This is an optimization exercise on Yosys and OpenROAD, whose aim is small area, a short achievable clock period and few clock cycles, not a production implementation. In this exercise RTL edits were held to simulation tests only and were not proved equivalent to the original. Power and IR drop assume default switching activity.

## lane 1
// processing_element_avalon_interface
module processing_element_avalon_interface (
    input csi_clockreset_clk,
    input csi_clockreset_reset_n,
    input [7:0] avs_s1_address,
    input avs_s1_read,
    input avs_s1_write,
    input [31:0] avs_s1_writedata,
    output reg [31:0] avs_s1_readdata
);
clock: 12.5 ns
lec_check: 0
cap_margin: 20
core_margin: 2
core_utilization: 50
cts_buf_list: sky130_fd_sc_hd__clkbuf_8
cts_cluster_size: 10
slew_margin: 20
synth_hierarchical: 1
synth_minimum_keep_size: 0
standard.sh (not shown) runs the stock make flow with config.mk's settings and CLKGATE_MAP_FILE= SYNTH_SCRIPT=/design/flow/synth_recipe.tcl, a recipe that flattens the netlist after the stock synthesis.
==> flow/flow/run.sh <==
#!/bin/bash
# Standard ORFS layout, with repair_timing asked to leave extra setup slack so
# that the fixed input/output paths are built fast, and a clock tree of
# clkbuf_8 leaves without dummy loads. The SDC is the standard flow's own.
set -euo pipefail
bash standard.sh SETUP_SLACK_MARGIN=7 MATCH_CELL_FOOTPRINT=0 \
  "BUFFER_PORTS_ARGS=-buffer_cell sky130_fd_sc_hd__buf_2" \
  "CTS_ARGS=-sink_clustering_enable -repair_clock_nets -sink_clustering_size 10 -buf_list sky130_fd_sc_hd__clkbuf_8 -dont_use_dummy_load" \
  finish > standard_flow.log 2>&1
Testbench counts of lane 1, summed over its fixed seeds: cycles 36,800.
Here is what was changed in the inputs of lane 2 compared with lane 1.
- a change of CORE_UTILIZATION from 50 to 40
- an added PLACE_DENSITY of 0.75
Findings:
Higher number of standard-cell rows in the floorplan was reported by lane 2, not lane 1.
Between lane 1 and lane 2, first-pass GRT wire length is lower for lane 2, lane 1 comes in above that.
Lane 2 went all the way through synthesis, placement and routing and the layout is clean on timing, DRC and antenna.
Non-clock buffer share of cell area: lane 1 and lane 2 compared, lower one is lane 2
Delta (lane 2 minus lane 1): fraction of final layout cells with drive strength greater than 1 saw a decrease, final net count decreased by 8 relative to the old numbers, cell count along the critical path -1.
Worst setup path startpoint = avs_s1_address[6]: lane 2; worst setup path startpoint = avs_s1_address[5]: lane 1
Highest achievable clock rate improves in lane 2 relative to lane 1.
Of the two candidates, lane 1 has the worse net switching power and lane 2 the better one.
#### Input delta (lane 3 over lane 2)
- a deleted PLACE_DENSITY that had been 0.75
--- outcome ---
Final hold slack came out higher on lane 3 than on lane 2. Status: total power parity (lane 2, lane 3). Between lane 2 and lane 3, the part of the cycle the worst path needs figures differ only marginally. Lane 3 gives less worst relative slew slack than lane 2 did. Lane 3 -> lane 2: critical path depth flat. Final design instance area without fill essentially unchanged between lane 3 and lane 2. The lower number of optimization iterations in the first detailed-route pass of lane 3 and lane 2 is in lane 3. Lane 3 and lane 2 ended up with nearly the same share of final-layout standard cells stronger than drive strength 1.
Input changes introduced in lane 4 (baseline for comparison: lane 3):
diff --git a/flow/flow/run.sh b/flow/flow/run.sh
--- a/flow/flow/run.sh
+++ b/flow/flow/run.sh
@@ -7,3 +7,3 @@
   "BUFFER_PORTS_ARGS=-buffer_cell sky130_fd_sc_hd__buf_2" \
-  "CTS_ARGS=-sink_clustering_enable -repair_clock_nets -sink_clustering_size 10 -buf_list sky130_fd_sc_hd__clkbuf_8 -dont_use_dummy_load" \
+  "CTS_ARGS=-sink_clustering_enable -repair_clock_nets -sink_clustering_size 16 -sink_clustering_max_diameter 60 -sink_clustering_levels 1 -buf_list sky130_fd_sc_hd__clkbuf_8 -dont_use_dummy_load" \
   finish > standard_flow.log 2>&1
==> notes.md <==
- Diff lane 4..lane 3 | final-layout clock-cell area share | unchanged
- As far as layout clock buffer count goes, lane 4 and lane 3 are indistinguishable; the numbers are identical.
- [compare] base=lane 3 new=lane 4: sum of internal, switching and leakage power flat, fraction of power consumed by combinational cells flat, worst hold slack flat.
diff inputs: lane 4 => lane 5
diff --git a/flow/flow/run.sh b/flow/flow/run.sh
--- a/flow/flow/run.sh
+++ b/flow/flow/run.sh
@@ -7,3 +7,3 @@
   "BUFFER_PORTS_ARGS=-buffer_cell sky130_fd_sc_hd__buf_2" \
-  "CTS_ARGS=-sink_clustering_enable -repair_clock_nets -sink_clustering_size 16 -sink_clustering_max_diameter 60 -sink_clustering_levels 1 -buf_list sky130_fd_sc_hd__clkbuf_8 -dont_use_dummy_load" \
+  "CTS_ARGS=-sink_clustering_enable -repair_clock_nets -sink_clustering_size 20 -sink_clustering_max_diameter 80 -buf_list sky130_fd_sc_hd__clkbuf_8 -dont_use_dummy_load" \
   finish > standard_flow.log 2>&1
Lane 5 vs. lane 4: share of power burned in combinational logic about even, total setup buffers inserted after CTS comparable, post-route worst hold slack held, hold violation count in the final report roughly the same, end-of-flow core utilization stayed essentially flat. Comparing lane 4 against lane 5, there is no change at all in XOR/XNOR share of the synthesized area. As far as number of antenna violations at the first check in global routing goes, lane 4 and lane 5 are indistinguishable; the numbers are identical. Sequential share of layout area came out exactly the same in lane 4 and lane 5. As far as count of buffers inserted at the top-level ports goes, lane 5 and lane 4 are indistinguishable; the numbers are identical.

========
Setup of build 78:
processing_element_avalon_interface, a different RTL version from the one above (not shown whole).
For scale: ~810 cells after synthesis, roughly 200 flip-flops, roughly 76 I/O pins, ~10000 um2 of cells after synthesis.
clock: 12.5 ns
lec_check: 0
cap_margin: 20
core_margin: 2
core_utilization: 40
slew_margin: 20
==> flow/flow/run.sh <==
#!/bin/bash
# Standard ORFS layout, with repair_timing asked to leave extra setup slack so
# that the fixed input/output paths are built fast, and a timing-driven
# resynthesis of the slowest logic cones after floorplan. The SDC is the standard flow's own.
set -euo pipefail
here=$(pwd)
bash standard.sh SETUP_SLACK_MARGIN=7 MATCH_CELL_FOOTPRINT=0 \
  "BUFFER_PORTS_ARGS=-buffer_cell sky130_fd_sc_hd__buf_2" \
  POST_FLOORPLAN_TCL=$here/flow/restructure.tcl finish > standard_flow.log 2>&1
==> flow/flow/restructure.tcl <==
# Timing-driven resynthesis of the logic cones on the slowest paths
set lib [lindex $::env(LIB_FILES) 0]
file mkdir $::env(OBJECTS_DIR)/rmp
restructure -liberty_file $lib -target timing -slack_threshold 6.9 -depth_threshold 2 \
  -tielo_port sky130_fd_sc_hd__conb_1/LO -tiehi_port sky130_fd_sc_hd__conb_1/HI \
  -work_dir $::env(OBJECTS_DIR)/rmp -abc_logfile $::env(OBJECTS_DIR)/rmp/abc.log
Build 78: PASS, flow complete, no timing, DRC or antenna violations
Testbench counts of build 78, summed over its fixed seeds: cycles 36,800.
[inputs] build 93 vs build 78
Settings: CORE_UTILIZATION: 40 -> 65.
==> flow/flow/run.sh <==
#!/bin/bash
# Standard ORFS layout, with repair_timing asked to leave extra setup slack so
# that the fixed input/output paths are built fast. The SDC is the standard flow's own.
set -euo pipefail
bash standard.sh SETUP_SLACK_MARGIN=7 MATCH_CELL_FOOTPRINT=0 \
  "BUFFER_PORTS_ARGS=-buffer_cell sky130_fd_sc_hd__buf_2" finish > standard_flow.log 2>&1
removed: flow/flow/restructure.tcl
Findings:
Total power: lower on build 93. When build 93 is measured against build 78, its placer congestion estimate turns out 0.084 higher. Build 93 vs build 78, starting utilization of the core area went up by 26 points. When build 93 is set beside build 78, its clock network fraction of design power turns out to be 1.8 points smaller.
Changes in build 72 relative to build 93:
Settings: CORE_UTILIZATION changed from 65 to 40.
==> comparison <==
Compared with build 93, the detailed router inserted fewer vias in build 72. Build 72 against build 93; length of routed met3 wiring is up by more than a quarter. Compare build 93 and build 72 | number of cells on the critical path lower: build 93. Comparing build 93 and build 72, the higher final cell count was measured on build 72. Per the comparison of build 72 with build 93, layout clock buffer count decreased 1; utilization decreased 28 points; signal arrival time at the worst endpoint decreased 0.04 ns; multi-input gate area in the final layout decreased about 0.37%. According to the power report, total power for build 72 is higher than for build 93. Status: number of combinational gates with multiple inputs parity (build 93, build 72). Cmp build 93 and build 72 / share of total power in combinational logic / lower: build 72.

[what the ideal ports hide]
No port has a modelled driver above. Below, the same layouts with a new extraction and two added sets of constraints. Step 1 sets driving cells, clkbuf_16 on the clock port and buf_2 on the other inputs (assumed; they add their load-dependent delay and slew). Step 2 adds t to the input delays and takes it off the output delays; t is the mean of the earliest and latest rising clock arrival at the registers after step 1. Input paths then give back, and output paths get back, about the clock's delay inside the block. Three values: ideal, step 1, step 2; two values: the first two.
| run | t, ns | slack for setup (ns) | worst setup path at the end | worst register clock-pin slew, ns | worst slew at a driven data input, ns |
|---|---|---|---|---|---|
| lane 1 | 0.478 | 6.510 / 6.452 / 6.452 | input to output | 0.11 / 0.11 | 0.08 |
| lane 2 | 0.489 | 6.536 / 6.516 / 6.516 | input to output | 0.10 / 0.10 | 0.03 |
| lane 3 | 0.479 | 6.529 / 6.508 / 6.508 | input to output | 0.10 / 0.10 | 0.04 |
| lane 4 | 0.479 | 6.529 / 6.508 / 6.508 | input to output | 0.10 / 0.10 | 0.04 |
| lane 5 | 0.479 | 6.529 / 6.508 / 6.508 | input to output | 0.10 / 0.10 | 0.04 |
| build 78 | 0.481 | 6.448 / 6.415 / 6.415 | input to output | 0.09 / 0.09 | 0.05 |
| build 93 | 0.470 | 6.415 / 6.375 / 6.375 | input to output | 0.08 / 0.08 | 0.05 |
| build 72 | 0.481 | 6.448 / 6.415 / 6.415 | input to output | 0.09 / 0.09 | 0.05 |
After both steps setup and hold are still met in every run listed. The setup slack of lane 1, which loses most, moves by -0.058 ns with the drivers and by -0.058 ns with both steps.
